Background: an optimization exercise with open tools, aiming at small area. Do not read the settings as production practice. Function was checked by simulation only, so behaviour that the tests miss may differ from the original. No activity file was given, so power comes from the tool's default toggle rates.

--- flow/run.sh ---
#!/bin/bash
# synth_recipe.tcl (not shown) runs the flow's synth.tcl, then flattens the netlist and writes it again
# the make line also repeats each setting of config.mk as NAME=value (left out here)
make -C /OpenROAD-flow-scripts/flow DESIGN_CONFIG=/design/flow/config.mk WORK_HOME=/design/flow/orfs CLKGATE_MAP_FILE= SYNTH_SCRIPT=/design/flow/synth_recipe.tcl finish
--- flow/config.mk ---
export PLATFORM = sky130hd
export DESIGN_NAME = mini_cpu
export DESIGN_NICKNAME = mini_cpu
export VERILOG_FILES = /design/flow/design.v
export SDC_FILE = /design/flow/constraint.sdc
export NUM_CORES = 4
export LEC_CHECK = 0
export CAP_MARGIN = 20
export CORE_MARGIN = 2
export CORE_UTILIZATION = 40
export SLEW_MARGIN = 20
--- flow/constraint.sdc ---
create_clock -name core_clock -period 15.0 [get_ports {clock}]
set_input_delay 3.0000 -clock core_clock [delete_from_list [all_inputs] [get_ports {clock}]]
set_output_delay 3.0000 -clock core_clock [all_outputs]
set_load 0.01 [all_outputs]
--- flow/design.v ---
module UC (
    input clock,
    input reset,
    input enviar,
    input [2:0] opcode,
    output [2:0] estado,      
    output load_res,          
    output reg_we,            
    output upd                
);
    reg [2:0] st;
    always @(posedge clock) begin
        if (~reset) st <= 3'd0;
        else case (st)
            3'd0: st <= enviar ? 3'd0 : 3'd1;
            3'd1: st <= (opcode == 3'b000) ? 3'd3 : 3'd2;
            3'd2: st <= 3'd3;
            3'd3: st <= (opcode == 3'b111) ? 3'd6 : 3'd4;
            default: st <= enviar ? 3'd0 : 3'd5;
        endcase
    end
    assign estado   = {st[2], st[1] & ~st[2], st[0] & ~st[2]};
    assign load_res = (st == 3'd2) | ((st == 3'd1) & (opcode == 3'b000));
    assign reg_we   = (st == 3'd4);
    assign upd      = st[2] & ~st[0];
endmodule
module alu (
    input [15:0] A,
    input [15:0] R2,
    input [17:0] sw,
    output reg [15:0] result
);
    wire [15:0] imm = sw[6] ? -{10'b0, sw[5:0]} : {10'b0, sw[5:0]};
    always @(*) begin
        case (sw[17:15])
            3'b000: result = imm;
            3'b001: result = A + R2;
            3'b010: result = A + imm;
            3'b011: result = A - R2;
            3'b100: result = A - imm;
            3'b101: result = A * R2;
            3'b110: result = 16'd0;
            default: result = R2;
        endcase
    end
endmodule
module memory (
    input clock,
    input clear,
    input write_enable,
    input [3:0] addr_dest,
    input [3:0] addr_src1,
    input [3:0] addr_src2,
    input [15:0] data_in,
    output [15:0] out_src1,
    output [15:0] out_src2
);
    reg [15:0] ram [0:15];
    integer i;
    assign out_src1 = ram[addr_src1];
    assign out_src2 = ram[addr_src2];
    always @(posedge clock) begin
        for (i = 0; i < 16; i = i + 1)
            if (clear) ram[i] <= 16'd0;
            else if (write_enable && addr_dest == i) ram[i] <= data_in;
    end
endmodule
module lcd_controller (
    input clk,
    input sample,            
    input [15:0] value,
    input [5:0] seq,         
    input load_ev,           
    output reg [3:0] digit
);
    reg [15:0] m;
    reg [3:0]  b;            
    reg        cy;
    reg        act;          
    reg        fin;          
    reg        neg;          
    wire conv   = (seq[5:3] == 3'b111) & (seq[2:0] != 3'b000) & (seq[2:0] != 3'b111);
    wire negsl  = (seq[2:0] == 3'b001);
    wire addph  = seq[0] & ~negsl;
    wire bnd    = (b == 4'd15);
    reg [15:0] kc;
    always @(*) begin
        case (seq[2:0])
            3'b010: kc = ~16'd10000;
            3'b011: kc = 16'd1000;
            3'b100: kc = ~16'd100;
            3'b101: kc = 16'd10;
            3'b110: kc = ~16'd1;
            default: kc = 16'd0;
        endcase
    end
    wire a  = m[0] ^ (act & negsl);
    wire k  = act & kc[b];
    wire ci = (b == 4'd0) ? (act & ~addph) : cy;
    wire s  = a ^ k ^ ci;
    wire co = (a & k) | (a & ci) | (k & ci);
    wire term = negsl | (addph ? co : ~co);
    always @(posedge clk) begin
        cy <= co;
        if (sample) begin
            m <= value;
            b <= 4'd0;
            neg <= value[15];
        end else begin
            m <= {s, m[15:1]};
            b <= b + 4'd1;
        end
        if (load_ev) begin
            digit <= seq[0] ? 4'd10 : 4'd15;
            fin <= 1'b0;
        end else if (bnd & act) begin
            digit <= addph ? digit - 4'd1 : digit + 4'd1;
            if (term) fin <= 1'b1;
        end
        if (bnd) act <= conv & ~fin & ~(act & term) & (~negsl | neg);
    end
endmodule
module lcd_ini (
    input clk,
    input reset,                 
    input [2:0] opcode_in,
    input [3:0] reg_index_in,
    input [15:0] reg_value_in,
    input update_in,             
    output reg [7:0] LCD_DATA,
    output reg LCD_RS,
    output LCD_EN,
    output inicializado
);
    reg [5:0] seq;
    reg [9:0] t;
    localparam S_BOOT = 6'd0, S_IDLE = 6'd5, S_SAMPLE = 6'd6, S_HOME = 6'd7, S_NL = 6'd8;
    reg [2:0] op;
    reg [3:0] rd;
    reg       sgn;
    wire [3:0] digit;
    wire sample  = (seq == S_SAMPLE);
    wire load_ev = (t == 10'd1) & (seq != S_BOOT);
    lcd_controller conv (
        .clk(clk), .sample(sample), .value(reg_value_in),
        .seq(seq), .load_ev(load_ev), .digit(digit)
    );
    wire slot_end = (seq == S_BOOT) ? (t == 10'd1000) :
                    (seq == S_NL)   ? (t == 10'd275)  :
                    (seq == 6'h3F)  ? (t == 10'd277)  :
                                      (t == 10'd276);
    always @(posedge clk) begin
        if (reset) begin
            seq <= S_BOOT;
            t <= 10'd0;
        end else if (seq == S_IDLE) begin
            t <= 10'd0;
            if (update_in) seq <= S_SAMPLE;
        end else if (seq == S_SAMPLE) begin
            t <= 10'd0;
            seq <= S_HOME;
        end else if (slot_end) begin
            t <= 10'd0;
            case (seq)
                6'd4:    seq <= S_IDLE;
                S_HOME:  seq <= 6'h20;
                6'h2F:   seq <= S_NL;
                S_NL:    seq <= 6'h30;
                6'h3F:   seq <= S_IDLE;
                default: seq <= seq + 6'd1;
            endcase
        end else begin
            t <= t + 10'd1;
        end
    end
    always @(posedge clk) begin
        if (sample) begin
            op  <= opcode_in;
            rd  <= reg_index_in;
            sgn <= reg_value_in[15];
        end
    end
    wire clr = (op == 3'b110);
    reg [7:0] ch;
    always @(*) begin
        ch = " ";
        case (seq[4:0])
            5'd0: case (op)
                      3'b000: ch = "L";
                      3'b001, 3'b010: ch = "A";
                      3'b011, 3'b100: ch = "S";
                      3'b101: ch = "M";
                      3'b110: ch = "C";
                      default: ch = "?";
                  endcase
            5'd1: case (op)
                      3'b000: ch = "O";
                      3'b001, 3'b010: ch = "D";
                      3'b011, 3'b100: ch = "U";
                      3'b101: ch = "U";
                      3'b110: ch = "L";
                      default: ch = " ";
                  endcase
            5'd2: case (op)
                      3'b000: ch = "A";
                      3'b001, 3'b010: ch = "D";
                      3'b011, 3'b100: ch = "B";
                      3'b101: ch = "L";
                      3'b110: ch = "R";
                      default: ch = " ";
                  endcase
            5'd3: case (op)
                      3'b000: ch = "D";
                      3'b010, 3'b100: ch = "I";
                      3'b110: ch = "R";
                      default: ch = " ";
                  endcase
            5'd10: ch = "[";
            5'd11: ch = rd[3] ? "1" : "0";
            5'd12: ch = rd[2] ? "1" : "0";
            5'd13: ch = rd[1] ? "1" : "0";
            5'd14: ch = rd[0] ? "1" : "0";
            5'd15: ch = "]";
            5'd16: ch = clr ? "O" : " ";
            5'd17: ch = clr ? "K" : " ";
            5'd26: ch = clr ? " " : (sgn ? "-" : "+");
            5'd27, 5'd28, 5'd29, 5'd30, 5'd31: ch = clr ? " " : {4'h3, digit};
            default: ch = " ";
        endcase
    end
    reg [7:0] byte_out;
    always @(*) begin
        if (seq[5]) byte_out = ch;
        else case (seq[3:0])
            4'd1: byte_out = 8'h38;
            4'd2: byte_out = 8'h0C;
            4'd3: byte_out = 8'h01;
            4'd4: byte_out = 8'h06;
            4'd7: byte_out = 8'h02;
            default: byte_out = 8'hC0;
        endcase
    end
    always @(posedge clk) begin
        if (reset) begin
            LCD_DATA <= 8'h00;
            LCD_RS <= 1'b0;
        end else if (load_ev) begin
            LCD_DATA <= byte_out;
            LCD_RS <= seq[5];
        end
    end
    assign LCD_EN = (seq != S_BOOT) & (t >= 10'd14) & (t <= 10'd24);
    assign inicializado = seq[5] | (seq[4:0] > 5'd4);
endmodule
module mini_cpu (
    input clock,
    input reset,         
    input enviar,        
    input [17:0] sw,
    output [15:0] ledr,
    output [7:0] ledg,
    output [7:0] LCD_DATA,
    output LCD_RS, LCD_RW, LCD_EN, LCD_ON, LCD_BLON
);
    wire [2:0] opcode = sw[17:15];
    wire [3:0] dest = sw[14:11];
    wire [2:0] estado;
    wire load_res;
    wire reg_we;
    wire upd;
    UC unidade_controle (
        .clock(clock), .reset(reset), .enviar(enviar), .opcode(opcode),
        .estado(estado), .load_res(load_res), .reg_we(reg_we), .upd(upd)
    );
    wire [15:0] dado_reg1, dado_reg2;
    reg  [15:0] dado_para_gravar;
    wire [15:0] resultado_ula;
    memory banco_registradores (
        .clock(clock),
        .clear(~reset | (opcode == 3'b110)),
        .write_enable(reg_we),
        .addr_dest(dest),
        .addr_src1(sw[10:7]),
        .addr_src2(sw[6:3]),
        .data_in(dado_para_gravar),
        .out_src1(dado_reg1),
        .out_src2(dado_reg2)
    );
    alu ula (
        .A(dado_reg1),
        .R2(dado_reg2),
        .sw(sw),
        .result(resultado_ula)
    );
    always @(posedge clock) begin
        if (~reset) dado_para_gravar <= 16'd0;
        else if (load_res) dado_para_gravar <= resultado_ula;
    end
    wire lcd_pronto;
    lcd_ini meu_lcd (
        .clk(clock),
        .reset(~reset),
        .opcode_in(opcode),
        .reg_index_in(dest),
        .reg_value_in(dado_para_gravar),
        .update_in(upd),
        .LCD_DATA(LCD_DATA),
        .LCD_RS(LCD_RS), .LCD_EN(LCD_EN),
        .inicializado(lcd_pronto)
    );
    assign LCD_RW   = 1'b0;
    assign LCD_ON   = 1'b1;
    assign LCD_BLON = 1'b1;
    assign ledg = {lcd_pronto, 4'b0, estado};
    assign ledr = dado_para_gravar;
endmodule
==> flow_metrics.tcl <==
set metrics [dict create \
    yosys.area.top_type_share_pct 26.3 \
    synthCells 3279 \
    critPathTopFamily "adder cells" \
    antenna_found_initial 1 \
    die_area_sq_mm 0.0634 \
    cts_setup_buffers 0 \
    globalplace.congestion 1.07 \
    fin_total_pwr_mw 2.47 \
    clockBufferDepth 3 \
    avgSynthCellArea_sq_um 7.49 \
    setup.worst_path.start_class "input pin" \
    min_path_cells 2 \
    busiest_layer "met2" \
    fin_crit_ns 10.70 \
    use_met1_pct 43.9 \
    final_common_cell "nand2_1" \
    root_buffer "clkbuf_16" \
    place_area_sq_mm 0.0254 \
    drive_above_1_share_pct 7.21 \
    critPathMaxFanout 53 \
    ios 58 \
    drt-pass1-iter-count 9 \
    outcome "no timing/DRC/antenna violations" \
    place_ws_ns 3.92 \
    yosysWarnings 7 \
    cts_buffers 42 \
    fin_ws_ns 4.30 \
    synth_cell_type_count 109 \
    relSlewSlack_pct 20.1 \
    rsz0062_at_grt "no" \
    ir_worst_vdd_mv 0.0894 \
    drt_iter0_markers 3351 \
    hold_viol_final 0 \
    power_frac_clock_pct 43.1 \
    crit_buf_inv 6 \
    fmax_mhz 93.5 \
    setup_viol 0 \
    clock-sinks 335 \
    endpoint_kind "flop" \
    core_sq_mm 0.0605 \
    fin_worst_skew_ns 0.0334 \
    final_cell_mix "nand2_1, a21oi_1, dfxtp_1" \
    detail_route.wl_per_cell_um 26.5 \
    internal-power_mw 1.70 \
    power_leakage_nw 9.82 \
    cts_tree "built" \
    cts-hold-fix-buffers 0 \
    period_share_pct 71.3 \
    path_clk_slew_ns 0.06 \
    power_frac_comb_pct 18.1 \
    met3_usage_pct 6.80 \
    synthTopCellsByArea "dfxtp_1, nand2_1, a21oi_1" \
    die_h_um 252 \
    slowest_stage "o22ai_1" \
    path_depth 28 \
    switching_share_pct 31.2 \
    via_count 25084 \
    port_buffers 50 \
    synth_edf_count 13 \
    hpwlAfterDp_mm 75.0 \
    cpPeakStageDelay_ns 0.65 \
    worstSkewPairLatency_ns 0.60 \
    grt_first_pass_wirelength_mm 156 \
    grt_pass1_vias 23316 \
    synthesis.area_sq_mm 0.0246 \
    fill_cells 6180 \
    start_util_pct 40.6 \
    grt_max_degree 98 \
    seqPwrFrac_pct 38.8 \
    area_growth_pct 9.43 \
    viasPerCell 6.25 \
    crit_path_frequent_cell "xnor2_1" \
    power_density_mw_per_mm2 92.0 \
    required_ns 15.47 \
    track_usage_pct 32.9 \
    ys.flop_type "dfxtp_1" \
    ctsHtreeMaxLevel 2 \
    p_sw_mw 0.770 \
    async_reset_ff_share_pct 0 \
    maxSlewViolCount 0 \
    ys_seq_area_share_pct 27.8 \
    r2r_cells 27 \
    cap_violations 0 \
    crit_arrival_ns 11.17 \
    hold_path.class "flop to flop" \
    path_class "input pin to flop" \
    worst_pin_slew_ns 1.19 \
    die_w_um 252 \
    nets 3388 \
    rows 90 \
    grt_use_met2_pct 49.5 \
    synth_seq_cells 335 \
    fin_area_sq_mm 0.0269 \
    synth_top_area_cell "dfxtp_1" \
    tns_ns 0 \
    drc 0 \
    grt_overflow_total 0 \
    post_cts_resize_count 0 \
    totalWireLength_mm 106 \
    ant_nets 0 \
]
-- per-layer routing --
metal  wire, um  share of wire (%)
met2      45200                 42
met3      11500                 11
met1      42700                 40
met4       6960                6.5
met5          0                  0
-- final timing paths --
path	endpoint	startpoint	slack (ns)
max	dado_para_gravar[15]	sw[10]	4.30
min	meu_lcd.conv.m[8]	meu_lcd.conv.m[9]	0.42
max reg2reg	dado_para_gravar[14]	banco_registradores.ram[1][1]	7.81
min reg2reg	meu_lcd.conv.m[8]	meu_lcd.conv.m[9]	0.42
-- synth_stat cells, types with 23 or more instances --
cell and n:
a21oi_1 375, a221oi_1 23, a22oi_1 33, a31oi_1 35
and3_1 28, buf_2 45, buf_4 24, clkbuf_1 152
dfxtp_1 322, fa_1 83, ha_1 81, inv_1 173
mux2_2 32, mux2i_1 51, nand2_1 753, nand2b_1 46
nand3_1 51, nor2_1 234, nor2b_1 44, nor3_1 43
o21ai_0 107, o22ai_1 32, xnor2_1 56
-- cell type report --
class	instances	area, sq um	share of cell area [%]
antenna	2	5.00	0.0186
clock buffer	58	1190	4.43
clock inverter	15	243	0.904
inverter	183	687	2.56
multi-input combinational	2526	16000	59.4
sequential	335	6840	25.5
tap	782	978	3.64
timing repair buffer	115	958	3.57
-- cells by family (layout without fill, tap and decap cells) --
group                      after synthesis  count (layout)  share of synthesized area (%)
AOI/OAI and AO/OA                      874             874                           23.3
adders and majority gates              165             165                           10.9
DFF                                    335             335                           27.8
xor gates and xnor gates                81              81                           3.06
and+or+nand+nor                       1311            1311                           23.5
other                                    2               9                         0.0306
buffers and inverters                  423             371                           7.39
muxes                                   88              88                           3.91
-- state kept, by name (all words and copies together), names as in the netlist, 3 cells and up --
| register | flops |
|---|---|
| unidade_controle.st | 3 |
| banco_registradores.ram | 256 |
| dado_para_gravar | 16 |
| meu_lcd.conv.m | 16 |
| meu_lcd.seq | 6 |
| meu_lcd.rd | 4 |
| meu_lcd.conv.b | 4 |
| meu_lcd.conv.digit | 4 |
| meu_lcd.t | 10 |
| meu_lcd.op | 3 |
| meu_lcd.LCD_DATA | 8 |
-- through the flow --
stage,hold slack [ns],utilization [%],std cells
3_3_place_gp,0.405,42.0,3940
6_report,0.417,44.4,4016
3_5_place_dp,0.410,42.0,3940
4_1_cts,0.424,44.4,4013
5_1_grt,0.445,44.4,4014
2_1_floorplan,0.399,-,3284
-- worst min-delay path: cells and delay by family (launching register included) --
kind             cells  cell delay, ns
flip-flops           1            0.30
AND/OR/NAND/NOR      2            0.09
-- power by group through the flow --
| stage | sequential (mW) | combinational, mW | clock, mW |
|---|---|---|---|
| global route | 0.963 | 0.478 | 1.11 |
| CTS | 0.958 | 0.434 | 1.08 |
| global placement | 0.977 | 0.433 | 0 |
| detailed placement | 0.977 | 0.432 | 0 |
| floorplan | 0.955 | 0.309 | 0 |
| finish | 0.959 | 0.448 | 1.07 |

## separate check: timing with driven ports
In the flow no input, the clock included, has a driving cell. The finished layout below was timed again as built, in two steps.
Step 1: set_driving_cell puts a clkbuf_16 on clock and a buf_2 on each other input, an assumption about the parent block.
Step 2 moves the port delays by t, midway between the first and last clock arrival at a register: inputs arrive t later, outputs are due t later. That takes back most of the time a late clock gives input paths.
Three values: no drivers, after step 1, after step 2; two values: the first two.
t (ns): 0.656
setup WS [ns]: 4.302 / 4.338 / 3.682
worst hold slack (ns): 0.417 / 0.417 / 0.417
worst setup path at the end: input to register
worst data-port slew with drivers (ns): 0.08
After both steps setup and hold are still met in this run. For this run, drivers alone change the setup slack by +0.036 ns; drivers and shift together by -0.620 ns.
